Source: an optimization exercise on an open RTL-to-GDS flow (aim: small area, a short achievable clock period and few clock cycles). Production flows keep margins and buffers that such runs may drop.
Only the layout flow was run in this run; the RTL was not checked for function there.

File: flow/config.mk
export PLATFORM = sky130hd
export DESIGN_NAME = tpu_top
export DESIGN_NICKNAME = tpu_top
export VERILOG_FILES = /design/flow/design.v
export SDC_FILE = /design/flow/constraint.sdc
export NUM_CORES = 8
export LEC_CHECK = 0
export CAP_MARGIN = 20
export CORE_MARGIN = 2
export CORE_UTILIZATION = 55
export SLEW_MARGIN = 20
File: flow/constraint.sdc
create_clock -name core_clock -period 9.0 [get_ports {clk}]
set_input_delay 1.8000 -clock core_clock [delete_from_list [all_inputs] [get_ports {clk}]]
set_output_delay 1.8000 -clock core_clock [all_outputs]
set_load 0.01 [all_outputs]
File: flow/design.v
module addr_sel #(
	parameter DONE_CYC = 41
)
(
	input clk,
	input [5:0] cnt_nx,
	output [9:0] sram_raddr_w0,
	output [9:0] sram_raddr_w1,
	output [9:0] sram_raddr_d0,
	output [9:0] sram_raddr_d1
);
reg [4:0] addr0;
reg [4:0] addr1;
always @(posedge clk) begin
	addr0 <= (cnt_nx == DONE_CYC) ? 5'd0 : cnt_nx[4:0];
	addr1 <= cnt_nx[4:0] - 5'd4;
end
assign sram_raddr_w0 = {5'd0, addr0};
assign sram_raddr_d0 = {5'd0, addr0};
assign sram_raddr_w1 = {5'd0, addr1};
assign sram_raddr_d1 = {5'd0, addr1};
endmodule
module quantize
(
	input [17:0] x,
	output [15:0] q
);
wire wrapped = (x == 18'h20000);
wire hi_ovf = ~x[17] & (x[16] | x[15]);
wire lo_ovf = x[17] & ~(x[16] & x[15]);
wire pos = hi_ovf | wrapped;
wire neg = lo_ovf & ~wrapped;
assign q = pos ? 16'h7fff : neg ? 16'h8000 : x[15:0];
endmodule
module systolic
(
	input clk,
	input [31:0] sram_rdata_w0,
	input [31:0] sram_rdata_w1,
	input [31:0] sram_rdata_d0,
	input [31:0] sram_rdata_d1,
	input [14:0] clr,
	output [64*18-1:0] acc_flat
);
reg [7:0] wq [0:7][0:7];
reg [7:0] dq [0:7][0:7];
reg [17:0] acc [0:7][0:7];
integer i, j;
always @(posedge clk) begin
	for (j = 0; j < 4; j = j + 1) begin
		wq[0][j]   <= sram_rdata_w0[31-8*j -: 8];
		wq[0][j+4] <= sram_rdata_w1[31-8*j -: 8];
		dq[j][0]   <= sram_rdata_d0[31-8*j -: 8];
		dq[j+4][0] <= sram_rdata_d1[31-8*j -: 8];
	end
	for (i = 1; i < 8; i = i + 1)
		for (j = 0; j < 8; j = j + 1)
			wq[i][j] <= wq[i-1][j];
	for (i = 0; i < 8; i = i + 1)
		for (j = 1; j < 8; j = j + 1)
			dq[i][j] <= dq[i][j-1];
end
genvar gi, gj;
generate
	for (gi = 0; gi < 8; gi = gi + 1) begin : row
		for (gj = 0; gj < 8; gj = gj + 1) begin : col
			wire signed [15:0] prod = $signed(wq[gi][gj]) * $signed(dq[gi][gj]);
			wire [17:0] base = clr[gi+gj] ? 18'd0 : acc[gi][gj];
			always @(posedge clk)
				acc[gi][gj] <= base + {{2{prod[15]}}, prod};
			assign acc_flat[(gi*8+gj)*18 +: 18] = acc[gi][gj];
		end
	end
endgenerate
endmodule
module systolic_controll #(
	parameter DONE_CYC = 41
)
(
	input clk,
	input srstn,
	input tpu_start,
	output reg [5:0] cnt,
	output [5:0] cnt_nx,
	output reg tpu_done
);
assign cnt_nx = (~srstn) ? 6'd0 :
                tpu_start ? 6'd1 :
                (cnt != 6'd0 && cnt != DONE_CYC) ? cnt + 6'd1 : 6'd0;
always @(posedge clk) begin
	cnt <= cnt_nx;
	tpu_done <= (cnt_nx == DONE_CYC);
end
endmodule
module write_out
(
	input clk,
	input srstn,
	input [5:0] cnt,
	input [5:0] cnt_nx,
	input [64*18-1:0] acc_flat,
	input [14:0] rd,
	output reg sram_write_enable_a0,
	output [127:0] sram_wdata_a,
	output [5:0] sram_waddr_a,
	output reg sram_write_enable_b0,
	output [127:0] sram_wdata_b,
	output [5:0] sram_waddr_b,
	output reg sram_write_enable_c0,
	output [127:0] sram_wdata_c,
	output [5:0] sram_waddr_c
);
reg [127:0] xw;
reg [127:0] yw;
reg [3:0] addr_ac;
reg addr_b3;
reg odd;       
wire [5:0] pm_nx = cnt_nx - 6'd10;
wire [5:0] pm = cnt - 6'd10;
always @(posedge clk) begin
	odd <= pm_nx[3];
end
genvar s, t;
generate
	for (s = 0; s < 8; s = s + 1) begin : slot
		wire [17:0] rterm [0:s];
		wire [17:0] cterm [0:s];
		for (t = 0; t <= s; t = t + 1) begin : rp
			assign rterm[t] = (t == 0 ? 18'd0 : rterm[t-1]) |
				({18{rd[7-s+t]}} & acc_flat[((7-s)*8+t)*18 +: 18]);
		end
		assign cterm[0] = 18'd0;
		for (t = 1; t <= s; t = t + 1) begin : cp
			assign cterm[t] = cterm[t-1] |
				({18{rd[7+t]}} & acc_flat[((7-s+t)*8+s)*18 +: 18]);
		end
		wire [15:0] rq, cq;
		quantize qr (.x(rterm[s]), .q(rq));
		quantize qc (.x(cterm[s]), .q(cq));
		always @(posedge clk) begin
			xw[s*16 +: 16] <= odd ? cq : rq;
			yw[s*16 +: 16] <= odd ? rq : cq;
		end
	end
endgenerate
always @(posedge clk) begin
	addr_ac <= pm[3:0];
	addr_b3 <= ~pm[3];
	sram_write_enable_a0 <= ~(srstn && cnt >= 6'd10 && cnt <= 6'd24);
	sram_write_enable_b0 <= ~(srstn && cnt >= 6'd18 && cnt <= 6'd32);
	sram_write_enable_c0 <= ~(srstn && cnt >= 6'd26 && cnt <= 6'd40);
end
assign sram_wdata_a = xw;
assign sram_wdata_c = xw;
assign sram_wdata_b = yw;
assign sram_waddr_a = {2'd0, addr_ac};
assign sram_waddr_c = {2'd0, addr_ac};
assign sram_waddr_b = {2'd0, addr_b3, addr_ac[2:0]};
endmodule
module tpu_top#(
	parameter ARRAY_SIZE = 8,
	parameter SRAM_DATA_WIDTH = 32,
	parameter DATA_WIDTH = 8,
	parameter OUTPUT_DATA_WIDTH = 16
)
(
	input clk,
	input srstn,
	input tpu_start,
	input [SRAM_DATA_WIDTH-1:0] sram_rdata_w0,
	input [SRAM_DATA_WIDTH-1:0] sram_rdata_w1,
	input [SRAM_DATA_WIDTH-1:0] sram_rdata_d0,
	input [SRAM_DATA_WIDTH-1:0] sram_rdata_d1,
	output [9:0] sram_raddr_w0,
	output [9:0] sram_raddr_w1,
	output [9:0] sram_raddr_d0,
	output [9:0] sram_raddr_d1,
	output sram_write_enable_a0,
	output [ARRAY_SIZE*OUTPUT_DATA_WIDTH-1:0] sram_wdata_a,
	output [5:0] sram_waddr_a,
	output sram_write_enable_b0,
	output [ARRAY_SIZE*OUTPUT_DATA_WIDTH-1:0] sram_wdata_b,
	output [5:0] sram_waddr_b,
	output sram_write_enable_c0,
	output [ARRAY_SIZE*OUTPUT_DATA_WIDTH-1:0] sram_wdata_c,
	output [5:0] sram_waddr_c,
	output tpu_done
);
wire [5:0] cnt;
wire [5:0] cnt_nx;
wire [64*18-1:0] acc_flat;
reg [14:0] clr;
reg [14:0] rd;
integer s;
always @(posedge clk) begin
	for (s = 0; s < 15; s = s + 1) begin
		clr[s] <= (cnt_nx[2:0] == ((s + 2) & 7));
		rd[s]  <= (cnt_nx[2:0] == ((s + 2) & 7));
	end
end
systolic_controll systolic_controll (
	.clk(clk),
	.srstn(srstn),
	.tpu_start(tpu_start),
	.cnt(cnt),
	.cnt_nx(cnt_nx),
	.tpu_done(tpu_done)
);
addr_sel addr_sel (
	.clk(clk),
	.cnt_nx(cnt_nx),
	.sram_raddr_w0(sram_raddr_w0),
	.sram_raddr_w1(sram_raddr_w1),
	.sram_raddr_d0(sram_raddr_d0),
	.sram_raddr_d1(sram_raddr_d1)
);
systolic systolic (
	.clk(clk),
	.sram_rdata_w0(sram_rdata_w0),
	.sram_rdata_w1(sram_rdata_w1),
	.sram_rdata_d0(sram_rdata_d0),
	.sram_rdata_d1(sram_rdata_d1),
	.clr(clr),
	.acc_flat(acc_flat)
);
write_out write_out (
	.clk(clk),
	.srstn(srstn),
	.cnt(cnt),
	.cnt_nx(cnt_nx),
	.acc_flat(acc_flat),
	.rd(rd),
	.sram_write_enable_a0(sram_write_enable_a0),
	.sram_wdata_a(sram_wdata_a),
	.sram_waddr_a(sram_waddr_a),
	.sram_write_enable_b0(sram_write_enable_b0),
	.sram_wdata_b(sram_wdata_b),
	.sram_waddr_b(sram_waddr_b),
	.sram_write_enable_c0(sram_write_enable_c0),
	.sram_wdata_c(sram_wdata_c),
	.sram_waddr_c(sram_waddr_c)
);
endmodule
File: flow/run.sh
#!/bin/bash
# synth_recipe.tcl (not shown) runs the flow's synth.tcl, then flattens the netlist and writes it again
# the make line also repeats each setting of config.mk as NAME=value (left out here)
make -C /OpenROAD-flow-scripts/flow DESIGN_CONFIG=/design/flow/config.mk WORK_HOME=/design/flow/orfs CLKGATE_MAP_FILE= SYNTH_SCRIPT=/design/flow/synth_recipe.tcl finish
==> summary.txt <==
Yosys cell counts, drive strengths merged (72+ instances only):
| cell type | number | area [sq um] |
|---|---|---|
| a21oi | 1232 | 6200 |
| nand2 | 1537 | 5770 |
| nor4 | 73 | 457 |
| o21bai | 307 | 2320 |
| or3 | 87 | 544 |
| a22oi | 386 | 2900 |
| a21o | 351 | 2650 |
| inv | 5552 | 20800 |
| o41ai | 75 | 751 |
| a31oi | 77 | 482 |
| clkbuf | 189 | 713 |
| nand2b | 280 | 1750 |
| nor3 | 291 | 1460 |
| nor2b | 1249 | 7810 |
| and2 | 2642 | 16500 |
| a211oi | 248 | 1870 |
| dfxtp | 2464 | 49300 |
| fa | 3584 | 71700 |
| a222oi | 90 | 901 |
| nand3 | 303 | 1520 |
| xor2 | 356 | 3120 |
| buf | 312 | 2090 |
| o21ai | 603 | 3030 |
| o31ai | 72 | 561 |
| nor2 | 1337 | 5020 |
| mux2i | 267 | 2670 |
| o21a | 175 | 1310 |
| xnor2 | 1662 | 14600 |
| ha | 2890 | 36200 |
per-layer routing:
| layer | up-vias | GRT usage |
|---|---|---|
| met5 | - | 0 |
| met4 | 6 | 0.0651 |
| met3 | 803 | 0.0429 |
| met2 | 4130 | 0.458 |
| met1 | 98200 | 0.422 |
| li1 | 94800 | - |
critical path, delay by kind of cell (launching register included):
kind | cells | cell delay (ns)
AO/OA/AOI/OAI | 8 | 1.78
XOR/XNOR | 2 | 0.22
adder cells (fa/ha/maj) | 6 | 2.61
buffers and inverters | 3 | 0.14
flip-flops | 1 | 1.04
AND/OR/NAND/NOR | 4 | 0.82
logic make-up (layout without fill, tap and decap cells):
logic type	count (synthesis)	count (layout)	share of synthesized area
AO/OA/AOI/OAI	4068	4068	0.0993
XOR/XNOR	2018	2018	0.0650
adder cells (fa/ha/maj)	6534	6534	0.399
buffers and inverters	6053	6741	0.0870
flip-flops	2464	2464	0.182
multiplexers	271	271	0.0100
other	1	49	0.0000138
AND/OR/NAND/NOR	8093	8093	0.158
path summary, 6_finish.rpt:
| check | start | endpoint |
|---|---|---|
| worst max-delay path | systolic.dq[57][5] | systolic.acc[57][17] |
| worst min register to register | systolic.dq[46][0] | systolic.dq[47][0] |
| worst min-delay path | systolic.dq[46][0] | systolic.dq[47][0] |
| worst max register to register | systolic.dq[57][5] | systolic.acc[57][17] |
cell type report:
class,count,area [sq um],area share
Tap cell,6500,8130,0.0276
Clock buffer,428,9070,0.0308
Multi-Input combinational cell,21000,199000,0.675
Inverter,5552,20800,0.0708
Antenna cell,23,57.6,0.000195
Sequential cell,2464,49400,0.168
Clock inverter,143,2030,0.00688
Timing Repair Buffer,618,6130,0.0208
through the flow:
step / instances / setup slack (ns) / util / instance area (sq um) / hold WS (ns)
floorplan: 29500 / 3.28 / - / 272000 / 0.389
global placement: 36100 / 2.27 / 0.575 / 283000 / 0.435
detailed placement: 36100 / 2.28 / 0.575 / 283000 / 0.442
CTS: 36700 / 2.25 / 0.597 / 294000 / 0.444
global route: 36700 / 1.89 / 0.597 / 294000 / 0.469
finish: 36700 / 2.25 / 0.597 / 295000 / 0.446
flip-flops by register name, indices dropped and copies added (netlist names), 4 cells and up:
name / cells
write_out.addr_ac: 4
rd: 8
write_out.xw: 128
systolic.acc: 1152
systolic_controll.cnt: 4
addr_sel.addr1: 5
write_out.yw: 128
systolic.dq: 512
systolic.wq: 512
addr_sel.addr0: 5
==> summary.txt <==
CTS Buffer Depth 4; measured slew at the worst slew-check pin 1.22 ns; Critical Path Source Type flop; Final min period 6.75 ns; Placer Congestion 0.921; largest net degree at the start of global routing 144; Port Buf Inserts 550; Cell Area, Synth 272000 sq um; CTS root buf clkbuf_16; Starting Density 0.551; first-pass GRT wire length 1150 mm; WHS Path Cells 0; crit-path max FO 9; initial antenna violation count 38; GRT Util Overall 0.290; FF+latch count, synth 2464; Rows 258; Post-synth EDFFs 0; fin. max-slew vios 0; Setup Total Neg Slack 0 ns; antenna viol nets, final 0; sequential area share after synthesis 0.182; Post-DP HPWL 597 mm; Reg2Reg Depth 23; Cells after Synth 29500; 1st-pass router iterations 9; final setup vio count 0; DR vias/cell 5.39; Post-route DRC 0; CP required 9.86 ns; total length of routed met2 wires 317 mm; Hold/Removal Path Class reg2reg; Avg Synthesized Cell Area 9.21 sq um; Setup Skew 0.0535 ns; number of distinct library cells after synthesis 99; worst-skew pair later-pin latency 1.01 ns; htree depth 5; commonest cells after routing, fill and taps aside inv_1, fa_1, ha_1; Die W 707 um; Worst-path clk slew 0.06 ns; arrival time worst endpoint 7.61 ns; Clock Sinks 2464; number of buffers created by CTS 320; setup slack, reg-to-reg 2.25 ns; DRT iter0 DRCs 12000; worst path cell trace nand2_1 -> fa_1 -> fa_1 -> inv_1 -> fa_1 -> inv_1 -> fa_1 -> inv_1 -> ha_1 -> a21oi_1 -> o21bai_1 -> a21oi_1 -> o21bai_1 -> a21oi_1 -> xnor2_1 -> ha_1 -> a211o_1 -> or3_1 -> nor3_1 -> nor3b_1 -> o31a_1 -> o31a_1 -> xnor2_1; die footprint 500000 sq um; Final period util 0.750; met3 WL 43.2 mm; fmax 148 MHz; synth warn 8; Critical Path Slowest Stage Cell dfxtp_1; status no timing/DRC/antenna violations; Hold Buf Count CTS 0; grt ovf 0; top_reg_cell synth dfxtp_1; Routed WL 717 mm; CTS tree built; Area growth, synth to finish 8.38%; Crit path largest cell delay 1.04 ns; Async S/R FF share, synth 0; die height 707 um; number of global-route vias before repair 203000; final hold viol count 0; post-CTS setup buffer count 0; crit path capture type flop; max layer used met5; Fillers 43900; drt wl/cell 19.5 um; core box area 493000 sq um; max-cap viol count 0; Worst Path Class, Setup reg2reg; io pins 577; DR vias 198000; cell mode on critical path fa_1; Nets 36600; slew margin rel. 0.165; post-cts resize count 0; fraction of layout cells with a size suffix above 1 0.0251; RSZ-0062 raised after global routing no; most common cell after layout, fill and taps aside inv_1; M1 WL 339 mm

[separate check: timing with driven ports]
The flow's constraints put no driver on any port. The routed layout listed below was extracted and timed again, unchanged, in two steps.
Step 1, drivers: a clkbuf_16 drives clk and a buf_2 each remaining input, both assumed.
Step 2, shift: input delay + t, output delay - t, t = (earliest + latest rising clock arrival at the registers) / 2. This alone moves slack from input paths to output paths.
Slacks: ideal / step 1 / step 2; pairs: ideal / step 1.
t (ns): 1.097
setup WS [ns]: 2.246 / 2.246 / 2.246
worst setup path at the end: register to register
worst slew at a driven data input, ns: 0.35
After both steps this run still meets setup and hold. For this run, drivers alone change the setup slack by 0.000 ns; drivers and shift together by 0.000 ns.
